This design comes from an exercise in tuning for small area, a short achievable clock period and few clock cycles on the open sky130 flow, not from production work.
Where RTL was checked, it was by simulation tests only, not by an equivalence proof against the original.
The RTL of run 1 was laid out without a check of its function.
Power and IR drop assume default switching activity.

### flow/run.sh
#!/bin/bash
# synth_recipe.tcl (not shown) runs the flow's synth.tcl, then flattens the netlist and writes it again
# the make line also repeats each setting of config.mk as NAME=value (left out here)
make -C /OpenROAD-flow-scripts/flow DESIGN_CONFIG=/design/flow/config.mk WORK_HOME=/design/flow/orfs CLKGATE_MAP_FILE= SYNTH_SCRIPT=/design/flow/synth_recipe.tcl finish
### flow/config.mk
export PLATFORM = sky130hd
export DESIGN_NAME = core
export DESIGN_NICKNAME = core
export VERILOG_FILES = /design/flow/design.v
export SDC_FILE = /design/flow/constraint.sdc
export NUM_CORES = 4
export LEC_CHECK = 0
export ABC_CLOCK_PERIOD_IN_PS = 3500
export CAP_MARGIN = 20
export CORE_MARGIN = 2
export CORE_UTILIZATION = 40
export SLEW_MARGIN = 20
### flow/constraint.sdc
create_clock -name core_clock -period 12.0 [get_ports {i_clk}]
set_input_delay 2.4000 -clock core_clock [delete_from_list [all_inputs] [get_ports {i_clk}]]
set_output_delay 2.4000 -clock core_clock [all_outputs]
set_load 0.01 [all_outputs]
### flow/design.v
module core #(                              
	parameter ADDR_W = 32,
	parameter INST_W = 32,
	parameter DATA_W = 32
)(
	input                   i_clk,
	input                   i_rst_n,
	output     [ ADDR_W-1 : 0 ] o_i_addr,
	input      [ INST_W-1 : 0 ] i_i_inst,
	output reg                  o_d_wen,
	output     [ ADDR_W-1 : 0 ] o_d_addr,
	output     [ DATA_W-1 : 0 ] o_d_wdata,
	input      [ DATA_W-1 : 0 ] i_d_rdata,
	output reg [    1 : 0 ] o_status,
	output reg              o_status_valid
);
reg  [9:0]  pc_f;           
reg  [9:0]  pc_d;           
reg         d_valid;
reg  [9:0]  nxt_r;          
reg         halt;
reg         x_valid;
reg  [31:0] x_a, x_b;
reg  [15:0] x_imm;
reg  [4:0]  x_rd;
reg         x_wr, x_lw, x_sw, x_eof, x_itype;
reg         x_add, x_sub, x_addu, x_subu, x_and, x_or, x_nor, x_slt;
reg         x_br, x_beq;
reg  [9:0]  x_tgt, x_pc4;
reg         x_oor_t, x_oor_n;
reg         x_fwd_a, x_fwd_b;
reg  [31:0] m_res;
reg  [4:0]  m_rd;
reg         m_wen, m_lw;
reg  [5:0]  d_addr;
reg  [31:0] w_res;
reg  [4:0]  w_rd;
reg         w_wen, w_lw;
reg         pend2;
reg  [1023:0] rf;
reg  [31:0]   rfv;
assign o_i_addr  = {22'd0, pc_f};
assign o_d_addr  = {24'd0, d_addr, 2'b00};
assign o_d_wdata = m_res;
wire [3:0]  op   = i_i_inst[29:26];
wire [4:0]  rs   = i_i_inst[25:21];
wire [4:0]  rt   = i_i_inst[20:16];
wire [4:0]  rdf  = i_i_inst[15:11];
wire [15:0] imm  = i_i_inst[15:0];
wire d_add  = (op == 4'd1);
wire d_sub  = (op == 4'd2);
wire d_addu = (op == 4'd3);
wire d_subu = (op == 4'd4);
wire d_addi = (op == 4'd5);
wire d_lw   = (op == 4'd6);
wire d_sw   = (op == 4'd7);
wire d_and  = (op == 4'd8);
wire d_or   = (op == 4'd9);
wire d_nor  = (op == 4'd10);
wire d_beq  = (op == 4'd11);
wire d_bne  = (op == 4'd12);
wire d_slt  = (op == 4'd13);
wire d_eof  = (op == 4'd14);
wire d_rtype  = d_add | d_sub | d_addu | d_subu | d_and | d_or | d_nor | d_slt;
wire d_br     = d_beq | d_bne;
wire d_use_rs = ~d_eof;
wire d_use_rt = d_rtype | d_sw | d_br;
wire d_wr     = d_rtype | d_addi | d_lw;
wire [4:0] d_rd = d_rtype ? rdf : rt;
wire [31:0] sel_s = (32'd1 << rs) & rfv;
wire [31:0] sel_t = (32'd1 << rt) & rfv;
reg  [31:0] rd_rs, rd_rt;
integer k;
always @(*) begin
	rd_rs = 32'd0;
	rd_rt = 32'd0;
	for (k = 0; k < 32; k = k + 1) begin
		rd_rs = rd_rs | (rf[k*32 +: 32] & {32{sel_s[k]}});
		rd_rt = rd_rt | (rf[k*32 +: 32] & {32{sel_t[k]}});
	end
end
wire m_hit_s = m_wen & ~m_lw & (m_rd == rs);
wire m_hit_t = m_wen & ~m_lw & (m_rd == rt);
wire w_hit_s = w_wen & (w_rd == rs);
wire w_hit_t = w_wen & (w_rd == rt);
wire [31:0] w_data = w_lw ? i_d_rdata : w_res;
wire [31:0] a_rs = m_hit_s ? m_res : w_hit_s ? w_data : rd_rs;
wire [31:0] a_rt = m_hit_t ? m_res : w_hit_t ? w_data : rd_rt;
wire x_hit_s = x_valid & x_wr & (x_rd == rs);
wire x_hit_t = x_valid & x_wr & (x_rd == rt);
wire ml_s    = m_wen & m_lw & (m_rd == rs);
wire ml_t    = m_wen & m_lw & (m_rd == rt);
wire hz_s  = d_use_rs & ((x_hit_s & x_lw) | ml_s);
wire hz_t  = d_use_rt & ((x_hit_t & x_lw) | ml_t);
wire [16:0] tgt    = {7'd0, pc_d} + 17'd4 + {1'b0, imm};
wire [10:0] pc4    = {1'b0, pc_d} + 11'd4;
wire        same   = (rs == rt);
wire        guess  = d_br & (d_beq ? same : ~same);
wire [31:0] xa = x_fwd_a ? m_res : x_a;
wire [31:0] xb = x_fwd_b ? m_res : x_b;
wire        x_inv = x_sub | x_subu | x_slt;
wire [31:0] bop   = x_inv ? ~xb : xb;
wire [32:0] sum   = {1'b0, xa} + {1'b0, bop} + {32'd0, x_inv};
wire        sovf  = (xa[31] == bop[31]) & (sum[31] != xa[31]);
wire        lt    = (xa[31] != xb[31]) ? xa[31] : sum[31];
wire [8:0]  alo   = {1'b0, xa[7:0]} + {1'b0, x_imm[7:0]};
wire [31:0] bz    = {16'd0, x_imm};
wire [31:0] axb   = xa ^ bz;
wire [31:0] aob   = xa | bz;
wire        a_ok  = (axb[8] == alo[8]) & (axb[31:9] == aob[30:8]);
wire x_err = (x_add | x_sub) & sovf
           | x_addu & sum[32]
           | x_subu & ~sum[32]
           | (x_lw | x_sw) & ~a_ok;
reg [31:0] x_res;
always @(*) begin
	x_res = sum[31:0];
	if (x_and) x_res = xa & xb;
	if (x_or)  x_res = xa | xb;
	if (x_nor) x_res = ~(xa | xb);
	if (x_slt) x_res = {31'd0, lt};
	if (x_sw)  x_res = xb;
end
wire       eq     = (xa == xb);
wire       taken  = x_br & (x_beq ? eq : ~eq);
wire       x_oor  = x_br & (taken ? x_oor_t : x_oor_n);
wire [9:0] nxt    = ~x_valid ? nxt_r : taken ? x_tgt : x_pc4;
wire       xstop  = x_valid & (x_eof | x_err | x_oor);
wire d_right = d_valid & (pc_d == nxt);
wire stall   = hz_s | hz_t;
wire d_go    = d_right & ~stall & ~xstop & ~halt;
wire stop    = xstop | halt | (d_go & d_eof);
wire [9:0] want = d_go ? (guess ? tgt[9:0] : pc4[9:0])
                : d_right ? pc_d
                : nxt;
always @(posedge i_clk or negedge i_rst_n) begin
	if (!i_rst_n) begin
		pc_f    <= 10'd0;
		pc_d    <= 10'd0;
		d_valid <= 1'b0;
		nxt_r   <= 10'd0;
		halt    <= 1'b0;
		x_valid <= 1'b0;
		m_wen   <= 1'b0;
		w_wen   <= 1'b0;
		o_d_wen <= 1'b0;
		o_status_valid <= 1'b0;
		pend2   <= 1'b0;
	end else begin
		halt    <= stop;
		pc_d    <= pc_f;
		d_valid <= ~stop;
		pc_f    <= (pc_f == want) ? pc_f + 10'd4 : want;
		nxt_r   <= nxt;
		x_valid <= d_go;
		m_wen   <= x_valid & x_wr & ~x_err;
		w_wen   <= m_wen;
		o_d_wen <= x_valid & x_sw & ~x_err;
		o_status_valid <= x_valid | pend2;
		pend2   <= x_valid & x_oor;
	end
end
always @(posedge i_clk) begin
	x_a     <= a_rs;
	x_b     <= d_addi ? {{16{imm[15]}}, imm} : a_rt;
	x_imm   <= imm;
	x_rd    <= d_rd;
	x_wr    <= d_wr;
	x_lw    <= d_lw;
	x_sw    <= d_sw;
	x_eof   <= d_eof;
	x_itype <= d_addi | d_lw | d_sw | d_br;
	x_add   <= d_add | d_addi;
	x_sub   <= d_sub;
	x_addu  <= d_addu;
	x_subu  <= d_subu;
	x_and   <= d_and;
	x_or    <= d_or;
	x_nor   <= d_nor;
	x_slt   <= d_slt;
	x_br    <= d_br;
	x_beq   <= d_beq;
	x_tgt   <= tgt[9:0];
	x_pc4   <= pc4[9:0];
	x_oor_t <= (tgt[16:10] != 7'd0);
	x_oor_n <= pc4[10];
	x_fwd_a <= x_hit_s;
	x_fwd_b <= x_hit_t & ~d_addi;
	m_res   <= x_res;
	m_rd    <= x_rd;
	m_lw    <= x_lw;
	d_addr  <= alo[7:2];
	w_res   <= m_res;
	w_rd    <= m_rd;
	w_lw    <= m_lw;
	if (x_valid)
		o_status <= x_err ? 2'd2 : x_eof ? 2'd3 : {1'b0, x_itype};
	else
		o_status <= 2'd2;
end
genvar g;
generate
	for (g = 0; g < 32; g = g + 1) begin : regs
		always @(posedge i_clk) begin
			if (w_wen && w_rd == g) rf[g*32 +: 32] <= w_data;
		end
	end
endgenerate
always @(posedge i_clk or negedge i_rst_n) begin
	if (!i_rst_n) rfv <= 32'd0;
	else if (w_wen) rfv[w_rd] <= 1'b1;
end
endmodule
==> summary.txt, run 1 <==
* Die height at 389.6 um
* Path type of the worst setup path: input pin to register
* Estimated wirelength of the detail-placed design at 146,700 um
* CTS Buffer Depth at 3
* Area delta synth->final at 13.38%
* Clock slew at reported path FFs at around 0.06 ns
* Fin cells at about 6,700
* Sequential-to-total area share from yosys stat at approximately three fifths
* Class of the tightest hold or removal check: register to register
* Min cycle time layout at 6.222 ns
* Number of fillers in the final layout at 13,020
* Starting density of the core at 40.28%
* Library cell occupying the most area in the post-synthesis netlist: edfxtp_1
* Detail Route Antenna Nets at 0
* Max rail drop VDD at 0.1507 mV
* Area of the multi-input gates at roughly 21,000 um^2
* Routability congestion estimate at between 0.9 and 1
* Insertion delay to the later sink of the worst-skew pair at 0.80 ns
* Overall power consumption at around 10 mW
* # nets final at 4,874
* Total iterations of the first detailed-routing run at 10
* Mapped Cells at around 4,600
* Share of final-layout standard cells stronger than drive strength 1 at a little under an eighth
* Number of storage elements in the synthesis netlist at 1,302
* Number of port buffers at 115
* Placed cells at about 6,500
* Hold violation total from the final report at 0
* Worst relative slew slack at about an eighth
* Leading cell types in the layout, fill and taps excluded: edfxtp_1 (1,024), a22oi_1 (518), a22o_1 (262)
* Share of synthesized area spent on multiplexers at 2.267%
* Area contributors post-synth: edfxtp_1 (52%), dfxtp_1 (7.0%), a22oi_1 (6.5%)
* Cell Rows at 141
* Async S/R FF share, synth at 5.376%
* Clock sink count at 1,302
* Share of the synthesized area in the top cell type at 51.69%
* FF/Latch Area at 36,670 um^2
* X dimension of the die at 389.6 um
* Critical path required time at 12.60 ns
* Average wire length per cell after detail routing at 39.67 um
* Worst Min Path Start: m_rd[0]$_DFF_P_
* Leakage Power at 22.55 nW
* Largest fanout of any net on the critical path at 17
* Endpoint of the lowest-slack register-to-register path: pc_f[3]$_DFF_PN0_
* Pin count of the biggest net entering global routing at 71
* Die footprint at 151,800 um^2
* Number of max-cap violations at 0
* XOR/XNOR share of the synthesized area at 2.002%
* Unrepaired setup endpoints after global routing: false
* DR vias at between 40,000 and 50,000
* Slew at the pin with the worst max-slew slack at between 1 and 1.5 ns
* Clock tree from TritonCTS: done
* Final clock period utilization by the worst path at 51.85%
* Maximum level of the CTS H-tree at 4
* Clock tree skew after final layout at 0.03879 ns
* Total detailed-routing wirelength at approximately 270,000 um
* Combinational family with the most area after synthesis: compound AO/OA/AOI/OAI gates
* Drc violations at 0
* Reg-to-reg slack, setup at 5.84 ns
* Number of global-route vias before repair at around 45,000
* Setup-failing EPs final at 0
* Crit path capture type: register
* Number of buffers inserted by post-CTS setup repair at 0
* Total track usage at 34.07%
* Reg2reg path depth at 16
* Number of flops mapped to enable cells by yosys at 1,024
* I/O pin total at 166
* Vias per inst at ~7.3
* TritonCTS Buffers at approximately 140
* Aggregate negative setup slack at 0 ns
* Highest attainable clock frequency at approximately 160 MHz
* Count of routing violations after the opening detailed-route iteration at about 11,000
* Post-synth top flop: edfxtp_1
* Mean instance size in the synthesized netlist at 12.80 um^2
* Wire length of the first global-routing pass at 362,400 um
* Global route total overflow at 0
* Worst Hold End: w_rd[0]$_DFF_P_
* Outcome: complete, no violations
* Complex-gate fraction of the synthesized area at between 10% and 20%
* Standard cell core area at 147,700 um^2
* Mapped cell area at 59,480 um^2
* Worst reg2reg path startpoint: x_fwd_b$_DFF_P_
* Hold path cells at 0
* Area share of fa/ha/maj cells after synthesis at around 3.0%
* CTS hold repair buffers at 0
* Share of synthesized cell area in and, or, nand and nor gates at 7.671%
* # resized after CTS at 0
* Worst-case hold slack at 0.3942 ns
* Crit start category: input pin
* Yosys warnings at 1
* Most frequent standard cell in the layout excluding fill and tap cells: edfxtp_1
* Data arrival time of the critical path at ~6.8 ns
* Number of antenna violations at the first check in global routing at 12
* Number of distinct library cell variants in the gate-level netlist after synthesis at 88
* Power per unit of standard cell area at 147.5 nW/um^2
* Root cell of the clock tree: clkbuf_16
* Max-slew violations at 0
report_power, final:
part	switching [mW]	leakage [nW]	internal [mW]	total, mW
combinational	0.323	9.54	0.133	0.456
sequential	0.0629	10.7	5.00	5.06
clock	1.90	2.28	2.54	4.43
per-stage QoR:
stage | utilization, % | setup slack [ns] | cell area, um^2
2_1_floorplan | - | 6.536 | 59660
3_3_place_gp | 42.46 | 5.326 | 62690
3_5_place_dp | 42.46 | 5.311 | 62690
5_1_grt | 45.65 | 5.532 | 67410
4_1_cts | 45.59 | 5.889 | 67330
6_report | 45.67 | 5.778 | 67440
cell usage after synthesis (21+ instances only):
library cell / instances
xnor2_1: 79
o22ai_1: 24
nand3_1: 37
xor2_1: 57
a21o_1: 33
buf_1: 46
a31oi_1: 27
and3_1: 76
a31o_2: 21
ha_1: 138
dfrtp_1: 70
o21ai_0: 126
a22oi_1: 518
inv_1: 119
clkbuf_1: 310
and2_1: 27
a221oi_1: 260
nor3_1: 96
buf_4: 49
edfxtp_1: 1024
a211oi_1: 47
a21oi_1: 115
mux2i_1: 83
nand2_1: 173
a22o_1: 262
nor2_1: 142
nor4_1: 32
mux2_2: 42
dfxtp_1: 208
nand4_1: 203
worst max path at each step:
stage                               start           endpoint  slack [ns]  cells after the start
final                        i_i_inst[18]    x_b[27]$_DFF_P_        5.78                     11
after CTS                 x_fwd_b$_DFF_P_  pc_f[3]$_DFF_PN0_        5.89                     16
after global routing      x_fwd_b$_DFF_P_  pc_f[3]$_DFF_PN0_        5.53                     16
after floorplan               i_i_inst[1]  pc_f[3]$_DFF_PN0_        6.54                     12
after detailed placement     i_i_inst[16]    x_b[28]$_DFF_P_        5.31                     14
after global placement       i_i_inst[18]    x_b[28]$_DFF_P_        5.33                     13
logic make-up after synthesis:
group | Yosys count
adders and majority gates | 140
muxes | 128
other | 1
and+or+nand+nor | 868
AOI/OAI and AO/OA | 1543
buffers and inverters | 529
DFF | 1302
xor gates and xnor gates | 136
critical path: stages:
cell and delay (ns):
clkdlybuf4s50_1 0.79, and2_1 0.40, and4b_2 0.58, buf_4 0.47, a22o_1 0.26, a221oi_1 0.26, nand4_1 0.16, nor3_1 1.02
nand2_1 0.14, o211ai_1 0.15, a31oi_1 0.14
sequential cells by signal, indices dropped and copies added, names as in the netlist, 6 cells and up:
signal	cells
nxt_r	10
pc_d	10
rfv	32
w_res	32
x_tgt	10
x_a	32
pc_f	10
x_imm	16
d_addr	6
rf	1024
x_pc4	10
m_res	32
x_b	32
routing by layer:
metal	global-route usage, %	share of wire, %	vias up
li1	-	-	18750
met1	41.53	34	23650
met2	49.55	42	5199
met3	14.23	16	1542
met4	21.85	8.1	27
met5	0.7974	0.15	-
area by class of cell:
class	count	share of cell area, %
Clock inverter	85	1.293
Clock buffer	164	5.575
Timing Repair Buffer	240	3.124
Tap cell	1930	3.581
Inverter	120	0.6679
Multi-Input combinational cell	2863	31.33
Antenna cell	14	0.05195
Sequential cell	1302	54.37
==> run 2: changes to the inputs <==
--- a/flow/design.v
+++ b/flow/design.v
@@ -126,11 +126,23 @@
 wire       x_oor  = x_br & (taken ? x_oor_t : x_oor_n);
-wire [9:0] nxt    = ~x_valid ? nxt_r : taken ? x_tgt : x_pc4;
 wire       xstop  = x_valid & (x_eof | x_err | x_oor);
-wire d_right = d_valid & (pc_d == nxt);
-wire stall   = hz_s | hz_t;
-wire d_go    = d_right & ~stall & ~xstop & ~halt;
-wire stop    = xstop | halt | (d_go & d_eof);
-wire [9:0] want = d_go ? (guess ? tgt[9:0] : pc4[9:0])
-                : d_right ? pc_d
-                : nxt;
+wire [9:0] nxt     = ~x_valid ? nxt_r : taken ? x_tgt : x_pc4;
+wire       dq_tgt  = (pc_d == x_tgt);
+wire       dq_pc4  = (pc_d == x_pc4);
+wire       dq_nxr  = (pc_d == nxt_r);
+wire       d_right = d_valid & (~x_valid ? dq_nxr : taken ? dq_tgt : dq_pc4);
+wire       stall   = hz_s | hz_t;
+wire       d_go    = d_right & ~stall & ~xstop & ~halt;
+wire       stop    = xstop | halt | (d_go & d_eof);
+wire       fq_tgt  = (pc_f == tgt[9:0]);
+wire       fq_pc4  = (pc_f == pc4[9:0]);
+wire       fq_pcd  = (pc_f == pc_d);
+wire       fq_xtgt = (pc_f == x_tgt);
+wire       fq_xpc4 = (pc_f == x_pc4);
+wire       fq_nxr  = (pc_f == nxt_r);
+wire [9:0] pc_f4   = pc_f + 10'd4;
+wire [9:0] nf_a    = guess ? (fq_tgt ? pc_f4 : tgt[9:0]) : (fq_pc4 ? pc_f4 : pc4[9:0]);
+wire [9:0] nf_b    = fq_pcd ? pc_f4 : pc_d;
+wire [9:0] nf_c    = ~x_valid ? (fq_nxr ? pc_f4 : nxt_r)
+                   : taken ? (fq_xtgt ? pc_f4 : x_tgt) : (fq_xpc4 ? pc_f4 : x_pc4);
+wire [9:0] nf      = d_right ? (stall ? nf_b : nf_a) : nf_c;
 always @(posedge i_clk or negedge i_rst_n) begin
@@ -152,3 +164,3 @@
 		d_valid <= ~stop;
-		pc_f    <= (pc_f == want) ? pc_f + 10'd4 : want;
+		pc_f    <= nf;
 		nxt_r   <= nxt;
==> flow/flow/run.sh (new file) <==
#!/bin/bash
# Standard ORFS layout (the standard.sh), with repair_timing asked to
# leave extra setup slack so that the design runs well below the clock period.
set -euo pipefail
bash standard.sh SETUP_SLACK_MARGIN=7.5 finish > flow_make.log 2>&1
==> flow/standard.sh (new file) <==
#!/bin/bash
# synth_recipe.tcl (not shown) runs the flow's synth.tcl, then flattens the netlist and writes it again
# the make line also repeats each setting of config.mk as NAME=value (left out here)
make -C /OpenROAD-flow-scripts/flow DESIGN_CONFIG=/design/flow/config.mk WORK_HOME=/design/flow/orfs CLKGATE_MAP_FILE= SYNTH_SCRIPT=/design/flow/synth_recipe.tcl "${@:-finish}"
--- a/flow/config.mk
+++ b/flow/config.mk
@@ -7,3 +7,3 @@
 export LEC_CHECK = 0
-export ABC_CLOCK_PERIOD_IN_PS = 3500
+export ABC_CLOCK_PERIOD_IN_PS = 4000
 export CAP_MARGIN = 20
removed: flow/run.sh
==> summary.txt, run 2 <==
* Outcome: complete, no violations
* Class of the tightest hold or removal check: register to register
* Sequential-to-total area share from yosys stat at 60.63%
* Detail Route Antenna Nets at 0
* Library cell occupying the most area in the post-synthesis netlist: edfxtp_1
* Proportion of power drawn by flip-flops and latches at 47.1%
* Count of routing violations after the opening detailed-route iteration at 10,210
* Most used standard cell by instance count after synthesis: edfxtp_1
* List of most frequent post-synthesis cells: edfxtp_1 (1,024), a22o_1 (524), a221oi_1 (519), clkbuf_1 (335), dfxtp_1 (208)
* Min cycle time layout at ~4.8 ns
* Maximum level of the CTS H-tree at 4
* Cell internal power dissipation at 8.407 mW
* Number of port buffers at around 120
* Die footprint at 154,300 um^2
* Slew at the pin with the worst max-slew slack at 1.294 ns
* Max-slew violations at 0
* Async S/R FF share, synth at 5.376%
* Estimated wirelength of the detail-placed design at 148,700 um
* Worst relative slew slack at roughly 11%
* Max rail drop VDD at 0.1391 mV
* FF/Latch Area at roughly 37,000 um^2
* Worst Hold End: w_lw$_DFF_P_
* Mapped Cells at 4,633
* Number of distinct library cell variants in the gate-level netlist after synthesis at about 90
* Clock tree from TritonCTS: done
* Endpoint of the lowest-slack register-to-register path: pc_f[7]$_DFF_PN0_
* Routability congestion estimate at 0.9495
* Leading cell types in the layout, fill and taps excluded: edfxtp_1 (1,024), a22o_1 (524), a221oi_1 (516)
* Clock tree skew after final layout at 0.04044 ns
* Data arrival time of the critical path at 5.44 ns
* Average wire length per cell after detail routing at between 40 and 50 um
* Yosys warnings at 1
* Overall power consumption at about 11 mW
* Pin count of the biggest net entering global routing at 71
* Power per unit of standard cell area at 162.2 nW/um^2
* Drc violations at 0
* Area delta synth->final at 17.19%
* Die height at 392.8 um
* Path type of the worst setup path: input pin to register
* Post-synth top flop: edfxtp_1
* Starting density of the core at 40.33%
* Largest register FFs at 1,024
* Largest fanout of any net on the critical path at 4
* CTS hold repair buffers at 0
* Share of total power consumed by net switching at between 20 and 30%
* Cell Rows at roughly 140
* Reg2reg path depth at 15
* DR vias at 49,910
* NetSw at 3.090 mW
* Global route total overflow at 0
* Number of flops mapped to enable cells by yosys at 1,024
* Worst reg2reg path startpoint: x_fwd_a$_DFF_P_
* TritonCTS Buffers at 138
* Crit path capture type: register
* Mapped cell area at 60,480 um^2
* Total iterations of the first detailed-routing run at 13
* CTS Buffer Depth at 3
* I/O pin total at 166
* Hold path cells at 0
* Mean instance size in the synthesized netlist at between 10 and 15 um^2
* Critical path required time at 12.65 ns
* Leakage Power at 24.92 nW
* Unrepaired setup endpoints after global routing: true
* Root cell of the clock tree: clkbuf_16
* X dimension of the die at 392.8 um
* # nets final at 4,913
* Combinational fraction of design power at 13.3%
* Standard cell core area at 150,000 um^2
* Share of final-layout standard cells stronger than drive strength 1 at between 10% and 20%
* Number of fillers in the final layout at 13,130
* Clock slew at reported path FFs at 0.06 ns
* Number of max-cap violations at 0
* Largest reg by FF count: rf
* Highest attainable clock frequency at 208.8 MHz
* Number of storage elements in the synthesis netlist at 1,302
* Area of the multi-input gates at 23,240 um^2
* Share of the synthesized area in the top cell type at 50.85%
* Crit start category: input pin
* Hold violation total from the final report at 0
* Total track usage at about a third
* Number of antenna violations at the first check in global routing at 7
* Total detailed-routing wirelength at 276,500 um
* Number of global-route vias before repair at 46,580
* Wire length of the first global-routing pass at 372,100 um
* Worst Min Path Start: m_lw$_DFF_P_
* Setup-failing EPs final at 0
* Aggregate negative setup slack at 0 ns
* Final clock period utilization by the worst path at 39.90%
* Most frequent standard cell in the layout excluding fill and tap cells: edfxtp_1
* Area contributors post-synth: edfxtp_1 (51%), a22o_1 (7.6%), a221oi_1 (7.5%)
* Clock sink count at 1,302
* Clock network fraction of design power at 39.6%
* Reg-to-reg slack, setup at 7.60 ns
* Vias per inst at 7.289
* Insertion delay to the later sink of the worst-skew pair at 0.82 ns
[run 2: metal layers]
metal,track usage [%],part of all wire [%],vias to the layer above
met3,15.64,17,1569
li1,-,-,18960
met5,0.2871,0.090,-
met2,49.30,41,5241
met4,23.08,8.5,20
met1,41.95,34,24120
[run 2: area by class of cell]
class,count,share of cell area [%]
antenna,9,0.03178
clock buffer,163,5.108
tap,2016,3.559
inverter,146,0.7733
timing repair buffer,306,4.366
clock inverter,92,1.603
multi-input combinational,2813,32.80
sequential,1302,51.76
[run 2: how the worst max path moves through the flow]
stage                            start  slack (ns)                 to  cells after the start
after CTS                  i_i_inst[1]        7.30  pc_f[8]$_DFF_PN0_                     16
after floorplan            i_i_inst[1]        6.82  pc_f[8]$_DFF_PN0_                     13
after global routing       i_i_inst[1]        7.14  pc_f[7]$_DFF_PN0_                     14
final                      i_i_inst[0]        7.21  pc_f[7]$_DFF_PN0_                     14
after detailed placement  i_i_inst[18]        5.45    x_b[27]$_DFF_P_                     11
after global placement    i_i_inst[16]        5.46     x_b[6]$_DFF_P_                     11
[run 2: repair_timing]
item | CTS | global route
buffers inserted | 25 | 45
hold endpoints to repair | 0 | 0
resized for setup | 319 | 160
setup endpoints to repair | 95 | 81
pin swaps | 45 | 43
cloned | 2 | 4
[run 2: through the flow]
step | instances | hold slack, ns | util (%) | instance area, um^2 | setup WS (ns)
after detailed placement | 6507 | 0.3671 | 42.56 | 63820 | 5.448
after floorplan | 4680 | 0.3491 | - | 60760 | 6.820
after global placement | 6507 | 0.3591 | 42.56 | 63820 | 5.462
after CTS | 6789 | 0.3648 | 46.57 | 69840 | 7.302
after global routing | 6839 | 0.3796 | 47.25 | 70850 | 7.143
final | 6847 | 0.3651 | 47.26 | 70870 | 7.212
[run 2: cells by family after synthesis]
kind of cell | share of synthesized area, %
flip-flops | 60.63
AND/OR/NAND/NOR | 6.441
XOR/XNOR | 2.731
other | 0.006201
AO/OA/AOI/OAI | 20.39
multiplexers | 2.967
adder cells (fa/ha/maj) | 2.921
buffers and inverters | 3.919
[run 2: power by group through the flow]
stage	clock network [mW]	logic, mW	registers (mW)
after floorplan	0	0.929	5.36
after global placement	0	1.31	5.49
after detailed placement	0	1.32	5.49
after CTS	4.54	1.43	5.40
after global routing	4.72	1.63	5.43
final	4.55	1.53	5.42
[run 2: worst max-delay path: stages]
cell and delay, ns:
buf_4 0.15, ha_2 0.20, ha_4 0.16, inv_2 0.05, fa_2 0.23, nor2b_2 0.06
o31a_1 0.34, and3_4 0.20, or3b_4 0.36, or4b_1 0.47, nand3b_1 0.29, buf_4 0.21
a32oi_1 0.17, a31oi_1 0.14
Testbench counts of run 2, summed over its fixed seeds: cycles 39,584.
==> run 3: changes to the inputs <==
--- a/flow/design.v
+++ b/flow/design.v
@@ -39,3 +39,3 @@
 reg         pend2;
-reg  [1023:0] rf;
+reg  [31:0] rf [0:31];
 reg  [31:0]   rfv;
@@ -69,14 +69,4 @@
 wire [4:0] d_rd = d_rtype ? rdf : rt;
-wire [31:0] sel_s = (32'd1 << rs) & rfv;
-wire [31:0] sel_t = (32'd1 << rt) & rfv;
-reg  [31:0] rd_rs, rd_rt;
-integer k;
-always @(*) begin
-	rd_rs = 32'd0;
-	rd_rt = 32'd0;
-	for (k = 0; k < 32; k = k + 1) begin
-		rd_rs = rd_rs | (rf[k*32 +: 32] & {32{sel_s[k]}});
-		rd_rt = rd_rt | (rf[k*32 +: 32] & {32{sel_t[k]}});
-	end
-end
+wire [31:0] rd_rs = rf[rs] & {32{rfv[rs]}};
+wire [31:0] rd_rt = rf[rt] & {32{rfv[rt]}};
 wire m_hit_s = m_wen & ~m_lw & (m_rd == rs);
@@ -212,10 +202,5 @@
 end
-genvar g;
-generate
-	for (g = 0; g < 32; g = g + 1) begin : regs
-		always @(posedge i_clk) begin
-			if (w_wen && w_rd == g) rf[g*32 +: 32] <= w_data;
-		end
-	end
-endgenerate
+always @(posedge i_clk) begin
+	if (w_wen) rf[w_rd] <= w_data;
+end
 always @(posedge i_clk or negedge i_rst_n) begin
==> summary.txt, run 3 <==
* Total iterations of the first detailed-routing run at 8
* Root cell of the clock tree: clkbuf_16
* Path type of the worst setup path: input pin to register
* Worst relative slew slack at 13.78%
* Min cycle time layout at 4.729 ns
* Leading cell types in the layout, fill and taps excluded: edfxtp_1 (1,024), mux4_2 (660), dfxtp_1 (198)
* Data arrival time of the critical path at 5.38 ns
* Pin count of the biggest net entering global routing at 71
* Worst stage delay on the critical path at roughly 0.37 ns
* Outcome: complete, no violations
* Final design utilization at between 40 and 50%
* Post-place setup slack at 5.133 ns
* Power per unit of standard cell area at around 160 nW/um^2
* Cell Rows at around 150
* Area delta synth->final at 15.06%
* Detail Route Antenna Nets at 0
* Critical path required time at between 10 and 15 ns
* Wire length of the first global-routing pass at 287,100 um
* Most used standard cell by instance count after synthesis: edfxtp_1
* Crit path depth at 13
* Placed cells at 6,111
* Average wire length per cell after detail routing at 31.25 um
* Unrepaired setup endpoints after global routing: true
* Yosys warnings at 1
* Number of global-route vias before repair at 39,480
* Setup-failing EPs final at 0
* Cell breakdown of the critical path: dlygate4sd2_1 -> ha_1 -> ha_4 -> and2_1 -> o221ai_2 -> a31oi_4 -> xor2_2 -> xnor2_1 -> nand4_1 -> buf_6 -> mux2_4 -> a221oi_2 -> a21oi_1
* Mapped cell area at 65,120 um^2
* Share of the synthesized area in the top cell type at 47.22%
* Sequential-to-total area share from yosys stat at 56.31%
* Critical path buffer and inverter count at 2
* Final instance area at 74,930 um^2
* Number of distinct library cell variants in the gate-level netlist after synthesis at between 80 and 90
* Vias per inst at 6.155
* Post-DP Area at 68,640 um^2
* DR vias at 39,570
* Gate family responsible for the most delay along the worst path: adder cells
* Number of antenna violations at the first check in global routing at 4
* Highest attainable clock frequency at ~210 MHz
* I/O pin total at between 150 and 200
* Aggregate negative setup slack at 0 ns
* Clock slew at reported path FFs at 0.06 ns
* Insertion delay to the later sink of the worst-skew pair at ~0.8 ns
* Crit path capture type: register
* Total track usage at 23.84%
* Routability congestion estimate at a little over 0.9
* Final clock period utilization by the worst path at around two fifths
* Number of storage elements in the synthesis netlist at around 1,300
* X dimension of the die at 407.5 um
* Largest fanout of any net on the critical path at 6
* Total detailed-routing wirelength at 200,800 um
* Area contributors post-synth: edfxtp_1 (47%), mux4_2 (23%), dfxtp_1 (6.4%)
* Worst-case hold slack at 0.4006 ns
* Share of final-layout standard cells stronger than drive strength 1 at between 20 and 30%
* CTS Buffer Depth at 3
* Clock sink count at 1,302
* Die height at around 410 um
* Crit start category: input pin
* Drc violations at 0
* Largest reg by FF count: rf
* Slew at the pin with the worst max-slew slack at 1.257 ns
* Clock tree skew after final layout at ~0.027 ns
* Die footprint at between 150,000 and 200,000 um^2
* Clock tree from TritonCTS: done
* Mapped Cells at between 4,000 and 5,000
* Fin cells at 6,428
* Estimated wirelength of the detail-placed design at ~120,000 um
* Library cell occupying the most area in the post-synthesis netlist: edfxtp_1
* Starting density of the core at 40.14%
* Hold path cells at 0
* Hold violation total from the final report at 0
* List of most frequent post-synthesis cells: edfxtp_1 (1,024), mux4_2 (660), dfxtp_1 (208), nor2_1 (195), clkbuf_1 (175)
* Post-synth top flop: edfxtp_1
* Count of routing violations after the opening detailed-route iteration at 4,898
* Number of max-cap violations at 0
* Number of port buffers at approximately 120
* Max rail drop VDD at between 0.15 and 0.2 mV
* Overall power consumption at 11.98 mW
* Class of the tightest hold or removal check: register to register
* Max-slew violations at 0
* Most frequent standard cell in the layout excluding fill and tap cells: edfxtp_1
* Maximum level of the CTS H-tree at 4
* # nets final at about 4,300
* Global route total overflow at 0
* Number of flops mapped to enable cells by yosys at 1,024
* Largest register FFs at ~1,000
* Standard cell core area at 162,200 um^2
* Post-route worst setup slack at between 7 and 8 ns
* Mean instance size in the synthesized netlist at ~16 um^2
* Leakage Power at roughly 26 nW
* Library cell contributing the largest single delay on the critical path: ha_1
* TritonCTS Buffers at 140
* Async S/R FF share, synth at 5.376%
* Reg2reg path depth at 15
==> run 3: repair_timing <==
item | 4_1_cts | 5_1_grt
setup endpoints to repair | 100 | 58
gates resized for setup | 157 | 67
setup buffers | 19 | 22
pin swaps | 20 | 7
cloned | 14 | 4
hold buffers | 0 | 0
==> run 3: cells by family after synthesis <==
kind of cell	count (synthesis)	synth area share (%)
other	1	0.005759
XOR/XNOR	187	2.515
AND/OR/NAND/NOR	485	3.486
flip-flops	1302	56.31
AO/OA/AOI/OAI	589	6.214
adder cells (fa/ha/maj)	138	2.675
buffers and inverters	486	3.209
multiplexers	836	25.59
==> run 3: worst paths after layout <==
kind                                 start                end  slack (ns)
setup reg to reg           x_fwd_a$_DFF_P_  pc_f[4]$_DFF_PN0_        7.47
hold / removal                m_lw$_DFF_P_       w_lw$_DFF_P_        0.40
min in group asynchronous          i_rst_n  pc_f[5]$_DFF_PN0_        1.51
max in group asynchronous          i_rst_n  pc_f[7]$_DFF_PN0_        9.88
setup / recovery               i_i_inst[6]  pc_f[4]$_DFF_PN0_        7.27
hold reg to reg               m_lw$_DFF_P_       w_lw$_DFF_P_        0.40
==> run 3: power by group <==
part / switching, mW / internal, mW / total [mW]
registers: 0.296 / 5.24 / 5.54
clock network: 1.86 / 2.43 / 4.28
logic: 1.24 / 0.913 / 2.15
total: 3.39 / 8.58 / 12.0
==> run 3: per-layer routing <==
layer	track usage [%]	up-vias	routed length, um	part of all wire (%)
li1	-	16440	-	-
met1	31.86	20840	79630	40
met2	39.03	1931	97790	49
met3	4.671	349	16880	8.4
met4	8.129	2	6536	3.3
met5	0	-	13	0.0065
==> run 3: worst register-to-register path, stage by stage (launching register included) <==
cell and delay (ns):
dfxtp_4 0.41, buf_12 0.18, buf_12 0.15, mux2i_4 0.34, ha_4 0.27, nor4_4 0.33, nand4_1 0.35, nor2_4 0.30
mux2_4 0.37, mux2_2 0.31, mux2_4 0.28, a2111oi_4 0.48, and3_4 0.26, buf_2 0.19, a211oi_1 0.07, a21oi_1 0.16
==> run 3: final cells by class <==
type	instances	area, um^2
fillers	13900	87290
multi-input cells	2283	27440
diodes	1	2.502
repair buffers	251	2955
clock buffers	190	3899
well taps	2175	2721
flip-flops and latches	1302	36690
inverters	160	603.1
clock inverters	66	610.6
Testbench counts of run 3, summed over its fixed seeds: cycles 39,584.
==> run 4: changes to the inputs <==
--- a/flow/design.v
+++ b/flow/design.v
@@ -18,6 +18,9 @@
 reg  [9:0]  pc_d;           
+reg  [10:0] d_pc4;          
 reg         d_valid;
 reg  [9:0]  nxt_r;          
-reg         halt;
+reg         stopped;        
 reg         x_valid;
+reg         x_ok_t, x_ok_n;  
+reg         p_br, p_taken;   
 reg  [31:0] x_a, x_b;
@@ -44,2 +47,3 @@
 assign o_d_wdata = m_res;
+wire x_live = x_valid & ~stopped & (p_br ? (p_taken ? x_ok_t : x_ok_n) : x_ok_n);
 wire [3:0]  op   = i_i_inst[29:26];
@@ -78,4 +82,4 @@
 wire [31:0] a_rt = m_hit_t ? m_res : w_hit_t ? w_data : rd_rt;
-wire x_hit_s = x_valid & x_wr & (x_rd == rs);
-wire x_hit_t = x_valid & x_wr & (x_rd == rt);
+wire x_hit_s = x_live & x_wr & (x_rd == rs);
+wire x_hit_t = x_live & x_wr & (x_rd == rt);
 wire ml_s    = m_wen & m_lw & (m_rd == rs);
@@ -84,4 +88,4 @@
 wire hz_t  = d_use_rt & ((x_hit_t & x_lw) | ml_t);
-wire [16:0] tgt    = {7'd0, pc_d} + 17'd4 + {1'b0, imm};
-wire [10:0] pc4    = {1'b0, pc_d} + 11'd4;
+wire stall = hz_s | hz_t;
+wire [16:0] tgt    = {6'd0, d_pc4} + {1'b0, imm};
 wire        same   = (rs == rt);
@@ -91,4 +95,5 @@
 wire        x_inv = x_sub | x_subu | x_slt;
-wire [31:0] bop   = x_inv ? ~xb : xb;
-wire [32:0] sum   = {1'b0, xa} + {1'b0, bop} + {32'd0, x_inv};
+wire [31:0] bop   = x_fwd_b ? (m_res ^ {32{x_inv}}) : (x_b ^ {32{x_inv}});
+wire [33:0] sum2  = {1'b0, xa, 1'b1} + {1'b0, bop, x_inv};
+wire [32:0] sum   = sum2[33:1];
 wire        sovf  = (xa[31] == bop[31]) & (sum[31] != xa[31]);
@@ -114,6 +119,6 @@
 wire       eq     = (xa == xb);
-wire       taken  = x_br & (x_beq ? eq : ~eq);
+wire       taken  = x_beq ? eq : ~eq;    
 wire       x_oor  = x_br & (taken ? x_oor_t : x_oor_n);
-wire       xstop  = x_valid & (x_eof | x_err | x_oor);
-wire [9:0] nxt     = ~x_valid ? nxt_r : taken ? x_tgt : x_pc4;
+wire       xstop  = x_live & (x_eof | x_err | x_oor);
+wire       xb_live = x_live & x_br;
 wire       dq_tgt  = (pc_d == x_tgt);
@@ -121,8 +126,8 @@
 wire       dq_nxr  = (pc_d == nxt_r);
-wire       d_right = d_valid & (~x_valid ? dq_nxr : taken ? dq_tgt : dq_pc4);
-wire       stall   = hz_s | hz_t;
-wire       d_go    = d_right & ~stall & ~xstop & ~halt;
-wire       stop    = xstop | halt | (d_go & d_eof);
-wire       fq_tgt  = (pc_f == tgt[9:0]);
-wire       fq_pc4  = (pc_f == pc4[9:0]);
+wire       dr_n    = d_valid & (x_live ? dq_pc4 : dq_nxr);
+wire       dr_t    = d_valid & (x_live ? (x_br ? dq_tgt : dq_pc4) : dq_nxr);
+wire [9:0] pc_f4   = pc_f + 10'd4;
+wire [9:0] d_fdiff = pc_f - d_pc4[9:0];
+wire       fq_tgt  = (imm[9:0] == d_fdiff);
+wire       fq_pc4  = (pc_f == d_pc4[9:0]);
 wire       fq_pcd  = (pc_f == pc_d);
@@ -131,8 +136,12 @@
 wire       fq_nxr  = (pc_f == nxt_r);
-wire [9:0] pc_f4   = pc_f + 10'd4;
-wire [9:0] nf_a    = guess ? (fq_tgt ? pc_f4 : tgt[9:0]) : (fq_pc4 ? pc_f4 : pc4[9:0]);
+wire [9:0] nf_a    = guess ? (fq_tgt ? pc_f4 : tgt[9:0]) : (fq_pc4 ? pc_f4 : d_pc4[9:0]);
 wire [9:0] nf_b    = fq_pcd ? pc_f4 : pc_d;
-wire [9:0] nf_c    = ~x_valid ? (fq_nxr ? pc_f4 : nxt_r)
-                   : taken ? (fq_xtgt ? pc_f4 : x_tgt) : (fq_xpc4 ? pc_f4 : x_pc4);
-wire [9:0] nf      = d_right ? (stall ? nf_b : nf_a) : nf_c;
+wire [9:0] nf_d    = stall ? nf_b : nf_a;
+wire [9:0] nf_cn   = ~x_live ? (fq_nxr ? pc_f4 : nxt_r) : (fq_xpc4 ? pc_f4 : x_pc4);
+wire [9:0] nf_ct   = ~x_live ? (fq_nxr ? pc_f4 : nxt_r)
+                   : x_br ? (fq_xtgt ? pc_f4 : x_tgt) : (fq_xpc4 ? pc_f4 : x_pc4);
+wire [9:0] nf_n    = dr_n ? nf_d : nf_cn;
+wire [9:0] nf_t    = dr_t ? nf_d : nf_ct;
+wire [9:0] nf      = taken ? nf_t : nf_n;
+wire [9:0] nxt     = ~x_live ? nxt_r : (x_br & taken) ? x_tgt : x_pc4;
 always @(posedge i_clk or negedge i_rst_n) begin
@@ -141,6 +150,8 @@
 		pc_d    <= 10'd0;
+		d_pc4   <= 11'd4;
 		d_valid <= 1'b0;
 		nxt_r   <= 10'd0;
-		halt    <= 1'b0;
+		stopped <= 1'b0;
 		x_valid <= 1'b0;
+		p_br    <= 1'b0;
 		m_wen   <= 1'b0;
@@ -151,13 +162,15 @@
 	end else begin
-		halt    <= stop;
+		stopped <= stopped | xstop;
+		pc_f    <= nf;
 		pc_d    <= pc_f;
-		d_valid <= ~stop;
-		pc_f    <= nf;
+		d_pc4   <= {1'b0, pc_f} + 11'd4;
+		d_valid <= 1'b1;
 		nxt_r   <= nxt;
-		x_valid <= d_go;
-		m_wen   <= x_valid & x_wr & ~x_err;
+		x_valid <= d_valid & ~stall;
+		p_br    <= xb_live;
+		m_wen   <= x_live & x_wr & ~x_err;
 		w_wen   <= m_wen;
-		o_d_wen <= x_valid & x_sw & ~x_err;
-		o_status_valid <= x_valid | pend2;
-		pend2   <= x_valid & x_oor;
+		o_d_wen <= x_live & x_sw & ~x_err;
+		o_status_valid <= x_live | pend2;
+		pend2   <= x_live & x_oor;
 	end
@@ -165,2 +178,5 @@
 always @(posedge i_clk) begin
+	x_ok_t  <= dr_t;
+	x_ok_n  <= dr_n;
+	p_taken <= taken;
 	x_a     <= a_rs;
@@ -185,5 +201,5 @@
 	x_tgt   <= tgt[9:0];
-	x_pc4   <= pc4[9:0];
+	x_pc4   <= d_pc4[9:0];
 	x_oor_t <= (tgt[16:10] != 7'd0);
-	x_oor_n <= pc4[10];
+	x_oor_n <= d_pc4[10];
 	x_fwd_a <= x_hit_s;
@@ -197,6 +213,3 @@
 	w_lw    <= m_lw;
-	if (x_valid)
-		o_status <= x_err ? 2'd2 : x_eof ? 2'd3 : {1'b0, x_itype};
-	else
-		o_status <= 2'd2;
+	o_status <= ~x_live ? 2'd2 : x_err ? 2'd2 : x_eof ? 2'd3 : {1'b0, x_itype};
 end
==> flow/flow/run.sh (replaced) <==
#!/bin/bash
# Standard ORFS layout (the standard.sh) with:
#  - repair_timing asked to leave extra setup slack, so the design runs well
#    below the clock period;
#  - port buffers of a small fast cell (buf_2) rather than the default pick;
#  - a clock tree of clkbuf_8 cells.
set -euo pipefail
bash standard.sh SETUP_SLACK_MARGIN=8.0 \
  "BUFFER_PORTS_ARGS=-buffer_cell sky130_fd_sc_hd__buf_2" \
  finish > flow_make.log 2>&1
--- a/flow/config.mk
+++ b/flow/config.mk
@@ -11,2 +11,4 @@
 export CORE_UTILIZATION = 40
+export CTS_CLUSTER_DIAMETER = 100
+export CTS_CLUSTER_SIZE = 30
 export SLEW_MARGIN = 20
==> summary.txt, run 4 <==
* Outcome: complete, no violations
* Clock slew at reported path FFs at 0.11 ns
* Sequential-to-total area share from yosys stat at 55.72%
* Worst relative slew slack at 25.43%
* Most frequent standard cell in the layout excluding fill and tap cells: edfxtp_1
* Met2 track demand over resource in global routing at 41.49%
* Cell Rows at 149
* Leading cell types in the layout, fill and taps excluded: edfxtp_1 (1,024), mux4_2 (660), nor2_1 (196)
* Number of flops mapped to enable cells by yosys at 1,024
* Share of the synthesized area in the top cell type at 46.33%
* Power per unit of standard cell area at approximately 140 nW/um^2
* Overall power consumption at 10.47 mW
* Class of the tightest hold or removal check: register to register
* Async S/R FF share, synth at 6.084%
* TritonCTS Buffers at 52
* Insertion delay to the later sink of the worst-skew pair at 0.73 ns
* Area of the multi-input gates at 29,070 um^2
* Count of routing violations after the opening detailed-route iteration at roughly 5,300
* Cell internal power dissipation at 7.230 mW
* Mapped Cells at 4,252
* Hold violation total from the final report at 0
* GR Layer Usage met1 at 33.09%
* Crit start category: input pin
* # nets final at around 4,500
* Final clock period utilization by the worst path at approximately a third
* Number of max-cap violations at 0
* Worst Min Path Start: m_lw$_DFF_P_
* Largest fanout of any net on the critical path at 32
* Proportion of power drawn by flip-flops and latches at 53.1%
* Data arrival time of the critical path at 4.79 ns
* Global route total overflow at 0
* Total detailed-routing wirelength at 216,700 um
* Global routing's busiest layer: met2
* Slew at the pin with the worst max-slew slack at 1.087 ns
* Number of fillers in the final layout at around 14,000
* I/O pin total at 166
* Number of distinct library cell variants in the gate-level netlist after synthesis at 84
* Die footprint at about 170,000 um^2
* Largest register FFs at 1,024
* Mapped cell area at 66,370 um^2
* Worst reg2reg path startpoint: x_fwd_b$_DFF_P_
* Largest reg by FF count: rf
* Number of antenna violations at the first check in global routing at 5
* Area contributors post-synth: edfxtp_1 (46%), mux4_2 (22%), dfxtp_1 (6.4%)
* Met3 routing resource usage after global routing at 3.479%
* Max rail drop VDD at 0.1443 mV
* Fin cells at 6,571
* Setup-failing EPs final at 0
* List of most frequent post-synthesis cells: edfxtp_1 (1,024), mux4_2 (660), nor2_1 (233), dfxtp_1 (211), a21oi_1 (205)
* Root cell of the clock tree: clkbuf_16
* Clock sink count at 1,315
* Standard cell core area at 164,800 um^2
* Vias per inst at 6.324
* Drc violations at 0
* Post-synth top flop: edfxtp_1
* Share of total power consumed by net switching at a little under a third
* Number of global-route vias before repair at 40,670
* Highest attainable clock frequency at 237.7 MHz
* Max-slew violations at 0
* Library cell occupying the most area in the post-synthesis netlist: edfxtp_1
* Area delta synth->final at 13.71%
* Combinational fraction of design power at 24.2%
* Clock tree skew after final layout at 0.02421 ns
* Number of storage elements in the synthesis netlist at approximately 1,300
* Starting density of the core at 40.27%
* Critical path launch point: i_i_inst[16]
* Min cycle time layout at 4.207 ns
* CTS hold repair buffers at 0
* X dimension of the die at roughly 400 um
* Placed cells at 6,338
* Detail Route Antenna Nets at 0
* Die height at 411.3 um
* Total track usage at 24.94%
* Reg-to-reg slack, setup at 8.06 ns
* CTS Buffer Depth at 3
* Average wire length per cell after detail routing at 32.97 um
* Leakage Power at 25.96 nW
* Mean instance size in the synthesized netlist at 15.61 um^2
* Yosys warnings at 1
* Clock network fraction of design power at 22.7%
* Pin count of the biggest net entering global routing at 65
* DR vias at 41,560
* FF/Latch Area at 37,020 um^2
* Routability congestion estimate at around 0.90
* Crit path capture type: register
* Critical path required time at 12.59 ns
* Most used standard cell by instance count after synthesis: edfxtp_1
* Maximum level of the CTS H-tree at 2
* NetSw at 3.243 mW
* Total iterations of the first detailed-routing run at 6
* Number of port buffers at 115
* Clock tree from TritonCTS: done
* Share of final-layout standard cells stronger than drive strength 1 at 31.57%
* Wire length of the first global-routing pass at 302,100 um
* Aggregate negative setup slack at 0 ns
* Unrepaired setup endpoints after global routing: true
* Estimated wirelength of the detail-placed design at 118,200 um
* Path type of the worst setup path: input pin to register
run 4: cell types whose count changed in the layout (fill, tap and decap cells not counted), moves of 36 or more:
cell             delta
nor2_1             +36
clkbuf_16          -83
buf_2              +96
clkdlybuf4s50_1    -95
mux2i_1            -36
nand2_1            +37
run 4: area by class of cell:
type | count | area share, %
sequential | 1315 | 49.05
timing repair buffer | 328 | 5.761
clock buffer | 77 | 1.961
antenna | 4 | 0.01326
tap | 2189 | 3.629
inverter | 174 | 0.8654
clock inverter | 11 | 0.2023
multi-input combinational | 2473 | 38.52
run 4: logic make-up after synthesis:
kind of cell / Yosys count / synth area share [%]
flip-flops: 1315 / 55.72
multiplexers: 842 / 25.27
AND/OR/NAND/NOR: 615 / 4.317
AO/OA/AOI/OAI: 611 / 5.890
buffers and inverters: 517 / 3.348
XOR/XNOR: 211 / 2.805
adder cells (fa/ha/maj): 139 / 2.643
other: 2 / 0.01132
run 4: timing repair:
| item | CTS | global route |
|---|---|---|
| setup endpoints to repair | 110 | 84 |
| cloned | 53 | 11 |
| pin swaps | 30 | 46 |
| resized for setup | 278 | 135 |
| buffers inserted | 36 | 41 |
run 4: critical path: stages:
cell and delay [ns]:
buf_16 0.14, buf_12 0.12, mux4_2 0.50, mux4_2 0.50, buf_12 0.24, nand3_2 0.18, o21ai_2 0.10, a21oi_2 0.23
nor2_1 0.08, a21oi_1 0.16, a21oi_1 0.09
run 4: power by group through the flow:
stage	clock network (mW)	registers, mW	logic [mW]
2_1_floorplan	0	5.49	1.60
3_3_place_gp	0	5.65	2.13
3_5_place_dp	0	5.65	2.15
4_1_cts	2.40	5.55	2.39
5_1_grt	2.54	5.58	2.70
6_report	2.38	5.57	2.53
run 4: path summary, 6_finish.rpt:
kind                                          end  cells after the start
max in group asynchronous       pc_f[9]$_DFF_PN0_                      2
setup reg to reg           o_status[1]$_SDFF_PP1_                     13
hold / removal                       w_lw$_DFF_P_                      0
hold reg to reg                      w_lw$_DFF_P_                      0
min in group asynchronous       o_d_wen$_DFF_PN0_                      1
setup / recovery                  x_b[15]$_DFF_P_                     11
run 4: per-layer routing:
layer | part of all wire [%] | up-vias
met4 | 4.8 | 2
met2 | 48 | 2165
met1 | 39 | 21970
met3 | 8.3 | 416
li1 | - | 17010
met5 | 0.0060 | -
run 4: metrics by stage:
| step | cell area, um^2 | utilization (%) | hold WS, ns | setup slack (ns) |
|---|---|---|---|---|
| 3_3_place_gp | 69400 | 42.11 | 0.3663 | 5.279 |
| 5_1_grt | 75460 | 45.79 | 0.3923 | 7.797 |
| 2_1_floorplan | 67450 | - | 0.3509 | 7.573 |
| 3_5_place_dp | 69400 | 42.11 | 0.3615 | 5.294 |
| 4_1_cts | 74190 | 45.02 | 0.3773 | 7.845 |
| 6_report | 75470 | 45.79 | 0.3816 | 7.793 |
Testbench counts of run 4, summed over its fixed seeds: cycles 39,584.
==> run 5: changes to the inputs <==
--- a/flow/config.mk
+++ b/flow/config.mk
@@ -11,4 +11,3 @@
 export CORE_UTILIZATION = 40
-export CTS_CLUSTER_DIAMETER = 100
-export CTS_CLUSTER_SIZE = 30
+export CTS_BUF_LIST = sky130_fd_sc_hd__clkbuf_8
 export SLEW_MARGIN = 20
==> summary.txt, run 5 <==
* Worst Hold End: w_lw$_DFF_P_
* Combinational fraction of design power at between 20 and 25%
* Number of fillers in the final layout at 14,110
* NetSw at 3.569 mW
* Aggregate negative setup slack at 0 ns
* Sequential-to-total area share from yosys stat at between 50 and 60%
* Class of the tightest hold or removal check: register to register
* DR vias at approximately 43,000
* Post-place setup slack at 5.294 ns
* Path type of the worst setup path: input pin to register
* Largest reg by FF count: rf
* Worst stage delay on the critical path at 0.53 ns
* Proportion of power drawn by flip-flops and latches at 47.3%
* FF/Latch Area at 37,090 um^2
* Min cycle time layout at 4.039 ns
* Overall power consumption at about 12 mW
* Fin cells at 6,848
* Clock sink count at between 1,000 and 1,500
* Clock tree from TritonCTS: done
* Power per unit of standard cell area at 152.3 nW/um^2
* Total iterations of the first detailed-routing run at 9
* Leakage Power at between 20 and 30 nW
* Endpoint of the lowest-slack register-to-register path: o_status[1]$_SDFF_PP1_
* Total track usage at ~25%
* Clock slew at reported path FFs at 0.06 ns
* Share of final-layout standard cells stronger than drive strength 1 at between 30% and 40%
* Mapped cell area at 66,370 um^2
* Worst-case hold slack at about 0.38 ns
* Area delta synth->final at 15.65%
* Placed cells at ~6,300
* Standard cell core area at 164,800 um^2
* Count of routing violations after the opening detailed-route iteration at 5,017
* Gate family responsible for the most delay along the worst path: multiplexers
* Async S/R FF share, synth at 6.084%
* Starting density of the core at 40.27%
* Reg2reg path depth at 14
* Mapped Cells at 4,252
* Critical path buffer and inverter count at 2
* Area contributors post-synth: edfxtp_1 (46%), mux4_2 (22%), dfxtp_1 (6.4%)
* Yosys warnings at 1
* Average wire length per cell after detail routing at 31.98 um
* Hold violation total from the final report at 0
* # nets final at 4,690
* Number of antenna violations at the first check in global routing at 5
* Pin count of the biggest net entering global routing at 65
* Post-synth top flop: edfxtp_1
* Final clock period utilization by the worst path at around 34%
* Setup-failing EPs final at 0
* Total detailed-routing wirelength at 219,000 um
* Detail Route Antenna Nets at 0
* Cell breakdown of the critical path: buf_16 -> buf_16 -> mux4_2 -> mux4_2 -> mux2i_1 -> o221ai_1 -> o21a_1
* Estimated wirelength of the detail-placed design at about 120,000 um
* Reg-to-reg slack, setup at 8.10 ns
* Maximum level of the CTS H-tree at 4
* Cell internal power dissipation at 8.120 mW
* Leading cell types in the layout, fill and taps excluded: edfxtp_1 (1,024), mux4_2 (660), inv_1 (241)
* Die height at 411.3 um
* Wire length of the first global-routing pass at 299,300 um
* Final design utilization at between 40% and 50%
* Share of the synthesized area in the top cell type at 46.33%
* Outcome: complete, no violations
* Largest fanout of any net on the critical path at 64
* Critical path required time at 12.84 ns
* Crit path capture type: register
* Root cell of the clock tree: clkbuf_8
* Data arrival time of the critical path at 4.88 ns
* Clock network fraction of design power at 31.2%
* Most frequent standard cell in the layout excluding fill and tap cells: edfxtp_1
* Drc violations at 0
* Worst relative slew slack at 24.21%
* Area of the multi-input gates at about 28,000 um^2
* Worst reg2reg path startpoint: x_fwd_b$_DFF_P_
* Crit start category: input pin
* Number of distinct library cell variants in the gate-level netlist after synthesis at 84
* Library cell contributing the largest single delay on the critical path: mux4_2
* Unrepaired setup endpoints after global routing: true
* Cell Rows at 149
* Final instance area at around 77,000 um^2
* X dimension of the die at 411.3 um
* Most used standard cell by instance count after synthesis: edfxtp_1
* Number of storage elements in the synthesis netlist at 1,315
* Number of flops mapped to enable cells by yosys at between 1,000 and 1,500
* CTS Buffer Depth at 3
* Number of max-cap violations at 0
* Share of total power consumed by net switching at 30.53%
* Die footprint at 169,200 um^2
* Largest register FFs at ~1,000
* I/O pin total at 166
* Number of port buffers at 115
* Worst Min Path Start: m_lw$_DFF_P_
* Vias per inst at 6.209
* Highest attainable clock frequency at 247.6 MHz
* Mean instance size in the synthesized netlist at 15.61 um^2
* Hold path cells at 0
* Number of global-route vias before repair at 41,730
* Library cell occupying the most area in the post-synthesis netlist: edfxtp_1
* Max-slew violations at 0
* Global route total overflow at 0
* Insertion delay to the later sink of the worst-skew pair at 0.95 ns
* Post-DP Area at just under 70,000 um^2
* Clock tree skew after final layout at 0.05100 ns
* Slew at the pin with the worst max-slew slack at 1.105 ns
* Routability congestion estimate at 0.8952
* Post-route worst setup slack at approximately 8.0 ns
* TritonCTS Buffers at 209
* Max rail drop VDD at 0.1459 mV
* List of most frequent post-synthesis cells: edfxtp_1 (1,024), mux4_2 (660), nor2_1 (233), dfxtp_1 (211), a21oi_1 (205)
[run 5: kinds of logic (layout without fill, tap and decap cells)]
family	Yosys count	after routing	synth area share, %
adder cells (fa/ha/maj)	139	139	2.643
AO/OA/AOI/OAI	611	611	5.890
multiplexers	842	842	25.27
flip-flops	1315	1315	55.72
XOR/XNOR	211	211	2.805
buffers and inverters	517	867	3.348
other	2	55	0.01132
AND/OR/NAND/NOR	615	619	4.317
[run 5: final cells by class]
type | instances | share of cell area, %
clock buffer | 227 | 4.070
inverter | 174 | 0.8509
clock inverter | 152 | 1.001
antenna | 6 | 0.01956
tap | 2189 | 3.568
timing repair buffer | 314 | 5.076
sequential | 1315 | 48.33
multi-input combinational | 2471 | 37.09
[run 5: power groups by stage]
stage               logic (mW)  clock network (mW)  registers (mW)
global route              2.68                3.88            5.54
detailed placement        2.15                   0            5.65
CTS                       2.37                3.70            5.52
finish                    2.51                3.64            5.53
floorplan                 1.60                   0            5.49
global placement          2.13                   0            5.65
[run 5: routing by layer]
layer,track usage (%),share of wire [%]
met3,4.330,8.7
met4,9.953,5.1
met2,40.85,48
met5,0,0.016
met1,32.23,38
[run 5: worst max path at each step]
stage / cells after the start / startpoint / to / slack, ns
floorplan: 11 / i_i_inst[16] / x_b[15]$_DFF_P_ / 7.57
global placement: 8 / i_i_inst[21] / x_a[9]$_DFF_P_ / 5.28
detailed placement: 8 / i_i_inst[21] / x_a[12]$_DFF_P_ / 5.29
CTS: 2 / pc_f[2]$_DFF_PN0_ / o_i_addr[2] / 7.91
global route: 15 / x_fwd_a$_DFF_P_ / pc_f[1]$_DFFE_PN0P_ / 7.94
finish: 7 / i_i_inst[22] / x_a[17]$_DFF_P_ / 7.96
[run 5: timing repair]
action / CTS / global route
buffers inserted: 33 / 40
hold buffers: 0 / 0
gates resized for setup: 220 / 121
pin swaps: 6 / 35
hold endpoints to repair: 0 / 0
setup endpoints to repair: 130 / 79
gates cloned: 30 / 22
[run 5: worst reg2reg max path: stages (launching register included)]
cell      delay [ns]
dfxtp_4         0.38
buf_12          0.17
buf_12          0.17
buf_4           0.16
mux2i_2         0.27
xor2_1          0.11
ha_2            0.38
nand4_1         0.15
or3_1           0.39
o21ai_4         0.20
and4_4          0.25
o211ai_2        0.12
and4_1          0.25
or3_4           0.42
or3_4           0.37
==> run 6: changes to the inputs <==
--- a/flow/design.v
+++ b/flow/design.v
@@ -42,3 +42,3 @@
 reg         pend2;
-reg  [31:0] rf [0:31];
+reg  [1023:0] rf;
 reg  [31:0]   rfv;
@@ -73,4 +73,14 @@
 wire [4:0] d_rd = d_rtype ? rdf : rt;
-wire [31:0] rd_rs = rf[rs] & {32{rfv[rs]}};
-wire [31:0] rd_rt = rf[rt] & {32{rfv[rt]}};
+wire [31:0] sel_s = (32'd1 << rs) & rfv;
+wire [31:0] sel_t = (32'd1 << rt) & rfv;
+reg  [31:0] rd_rs, rd_rt;
+integer k;
+always @(*) begin
+	rd_rs = 32'd0;
+	rd_rt = 32'd0;
+	for (k = 0; k < 32; k = k + 1) begin
+		rd_rs = rd_rs | (rf[k*32 +: 32] & {32{sel_s[k]}});
+		rd_rt = rd_rt | (rf[k*32 +: 32] & {32{sel_t[k]}});
+	end
+end
 wire m_hit_s = m_wen & ~m_lw & (m_rd == rs);
@@ -215,5 +225,10 @@
 end
-always @(posedge i_clk) begin
-	if (w_wen) rf[w_rd] <= w_data;
-end
+genvar g;
+generate
+	for (g = 0; g < 32; g = g + 1) begin : regs
+		always @(posedge i_clk) begin
+			if (w_wen && w_rd == g) rf[g*32 +: 32] <= w_data;
+		end
+	end
+endgenerate
 always @(posedge i_clk or negedge i_rst_n) begin
--- a/flow/config.mk
+++ b/flow/config.mk
@@ -11,3 +11,2 @@
 export CORE_UTILIZATION = 40
-export CTS_BUF_LIST = sky130_fd_sc_hd__clkbuf_8
 export SLEW_MARGIN = 20
==> summary.txt, run 6 <==
* Highest attainable clock frequency at 237.2 MHz
* Final instance area at 77,490 um^2
* Starting density of the core at between 40% and 50%
* Clock slew at reported path FFs at 0.06 ns
* Cell Rows at 143
* Hold violation total from the final report at 0
* Mapped cell area at 61,450 um^2
* Clock sink count at 1,315
* XOR/XNOR share of the synthesized area at 2.965%
* Insertion delay to the later sink of the worst-skew pair at between 0.8 and 0.9 ns
* Max-slew violations at 0
* Combinational family with the most area after synthesis: compound AO/OA/AOI/OAI gates
* Post-DP Area at 65,340 um^2
* Most frequent standard cell in the layout excluding fill and tap cells: edfxtp_1
* Crit path capture type: register
* Async S/R FF share, synth at 6.084%
* Class of the tightest hold or removal check: register to register
* Mean instance size in the synthesized netlist at 12.44 um^2
* Most used standard cell by instance count after synthesis: edfxtp_1
* Count of routing violations after the opening detailed-route iteration at 12,440
* # nets final at 5,465
* Total track usage at 36.14%
* Share of final-layout standard cells stronger than drive strength 1 at 27.59%
* Largest fanout of any net on the critical path at 64
* Leakage Power at 27.72 nW
* Sequential-to-total area share from yosys stat at around three fifths
* Die height at 395.9 um
* Final design utilization at 50.89%
* Post-route worst setup slack at 7.784 ns
* Standard cell core area at 152,300 um^2
* Data arrival time of the critical path at 4.87 ns
* Number of max-cap violations at 0
* Aggregate negative setup slack at 0 ns
* Number of storage elements in the synthesis netlist at 1,315
* Min cycle time layout at 4.216 ns
* Clock tree skew after final layout at between 0.03 and 0.04 ns
* Area delta synth->final at 26.11%
* Power per unit of standard cell area at 153.9 nW/um^2
* Post-place setup slack at 6.004 ns
* Share of synthesized area spent on multiplexers at 2.543%
* Number of port buffers at between 100 and 150
* Number of antenna violations at the first check in global routing at 39
* Share of the synthesized area in the top cell type at 50.04%
* Die footprint at 156,800 um^2
* Global route total overflow at 0
* Area contributors post-synth: edfxtp_1 (50%), dfxtp_1 (6.9%), a22oi_1 (6.4%)
* TritonCTS Buffers at 138
* Library cell occupying the most area in the post-synthesis netlist: edfxtp_1
* Estimated wirelength of the detail-placed design at between 150,000 and 200,000 um
* I/O pin total at 166
* Worst stage delay on the critical path at 0.75 ns
* Complex-gate fraction of the synthesized area at about a fifth
* Critical path required time at 12.65 ns
* Largest register FFs at 1,024
* Slew at the pin with the worst max-slew slack at 1.200 ns
* List of most frequent post-synthesis cells: edfxtp_1 (1,024), a22oi_1 (527), clkbuf_1 (325), a221oi_1 (270), a22o_1 (254)
* Area share of fa/ha/maj cells after synthesis at about 2.9%
* Routability congestion estimate at 0.9348
* Path type of the worst setup path: input pin to register
* Largest reg by FF count: rf
* Total iterations of the first detailed-routing run at 17
* Share of synthesized cell area in and, or, nand and nor gates at 8.206%
* CTS Buffer Depth at 3
* Yosys warnings at 1
* Cell breakdown of the critical path: buf_16 -> xor2_1 -> nor4_1 -> nand3_4 -> o21ai_0 -> o21ai_0
* Pin count of the biggest net entering global routing at 65
* Setup-failing EPs final at 0
* Unrepaired setup endpoints after global routing: true
* Crit start category: input pin
* Library cell contributing the largest single delay on the critical path: o21ai_0
* Worst relative slew slack at about a fifth
* Number of flops mapped to enable cells by yosys at 1,024
* X dimension of the die at 395.9 um
* Max rail drop VDD at 0.1507 mV
* CTS hold repair buffers at 0
* Wire length of the first global-routing pass at between 300,000 and 400,000 um
* Drc violations at 0
* Number of distinct library cell variants in the gate-level netlist after synthesis at 81
* Number of global-route vias before repair at 48,490
* Root cell of the clock tree: clkbuf_16
* Maximum level of the CTS H-tree at 4
* DR vias at 54,840
* Leading cell types in the layout, fill and taps excluded: edfxtp_1 (1,024), a22oi_1 (467), buf_4 (287)
* Outcome: complete, no violations
* Total detailed-routing wirelength at 312,400 um
* Post-synth top flop: edfxtp_1
* Most frequent CP cell: o21ai_0
* Mapped Cells at just under 5,000
* Vias per inst at 7.378
* Detail Route Antenna Nets at 0
* Clock tree from TritonCTS: done
* Final clock period utilization by the worst path at 35.13%
* Average wire length per cell after detail routing at between 40 and 50 um
-- run 6: cell types whose count changed in the layout (fill, tap and decap cells not counted), moves of 92 or more --
| cell | delta |
|---|---|
| a22o_1 | +247 |
| mux4_2 | -660 |
| inv_1 | -124 |
| a221oi_1 | +92 |
| clkbuf_16 | +152 |
| nand4_1 | +185 |
| buf_4 | +175 |
| a221oi_2 | +171 |
| clkbuf_8 | -221 |
| a22oi_1 | +463 |
-- run 6: final timing paths --
kind | startpoint | endpoint | cells after the start | slack [ns]
max | i_i_inst[23] | x_a[6]$_DFF_P_ | 6 | 7.78
min | m_rd[3]$_DFF_P_ | w_rd[3]$_DFF_P_ | 0 | 0.39
max reg2reg | x_fwd_b$_DFF_P_ | o_status[1]$_SDFF_PP1_ | 14 | 8.06
min reg2reg | m_rd[3]$_DFF_P_ | w_rd[3]$_DFF_P_ | 0 | 0.39
max in group asynchronous | i_rst_n | pc_f[9]$_DFF_PN0_ | 2 | 9.35
min in group asynchronous | i_rst_n | o_status_valid$_DFF_PN0_ | 1 | 1.51
-- run 6: layout make-up --
| class | instances | area [um^2] |
|---|---|---|
| fillers | 12670 | 74770 |
| flip-flops and latches | 1315 | 37030 |
| multi-input cells | 3114 | 26220 |
| repair buffers | 566 | 6714 |
| clock buffers | 167 | 3632 |
| well taps | 2030 | 2540 |
| clock inverters | 85 | 815.8 |
| inverters | 124 | 469.2 |
| diodes | 31 | 77.57 |
-- run 6: through the flow --
stage | hold WS (ns) | total power [mW] | instances
6_report | 0.3916 | 11.93 | 7432
5_1_grt | 0.3999 | 12.21 | 7407
4_1_cts | 0.3968 | 11.66 | 7169
3_5_place_dp | 0.3861 | 7.333 | 6810
3_3_place_gp | 0.3895 | 7.315 | 6810
2_1_floorplan | 0.3509 | 6.738 | 4988
-- run 6: cells by family after synthesis --
family / count (synthesis)
XOR/XNOR: 208
adder cells (fa/ha/maj): 140
flip-flops: 1315
AND/OR/NAND/NOR: 982
AO/OA/AOI/OAI: 1582
other: 2
buffers and inverters: 565
multiplexers: 147
-- run 6: where the power goes --
group | internal [mW] | switching [mW] | total, mW
clock | 2.41 | 1.92 | 4.34
combinational | 0.774 | 1.25 | 2.03
sequential | 5.25 | 0.315 | 5.57
-- run 6: per-layer routing --
metal	GRT usage (%)	share of wire (%)	routed length [um]	vias to the layer above
met4	25.51	11	33160	30
met2	51.94	40	124200	6136
met3	16.27	17	53560	2137
met5	1.355	0.27	850	-
li1	-	-	-	20400
met1	42.79	32	100600	26130
-- run 6: timing repair --
item / 4_1_cts / 5_1_grt
cloned: 23 / 38
setup buffers: 84 / 194
endpoints found under the setup margin: 124 / 98
gates resized for setup: 442 / 368
hold endpoints to repair: 0 / 0
pin swaps: 53 / 186
-- run 6: critical path: cells and delay by family --
kind,cells,cell delay [ns]
xor gates and xnor gates,1,0.14
buffers and inverters,1,0.13
AOI/OAI and AO/OA,2,0.89
and+or+nand+nor,2,1.26
Testbench counts of run 6, summed over its fixed seeds: cycles 39,584.

Setup slack of run 6, layout unchanged: 7.784 ns with ideal ports, 7.743 ns with driving cells assumed (clock clkbuf_16, inputs buf_2), 6.847 ns with port delays also shifted by the 0.896 ns mid clock arrival.
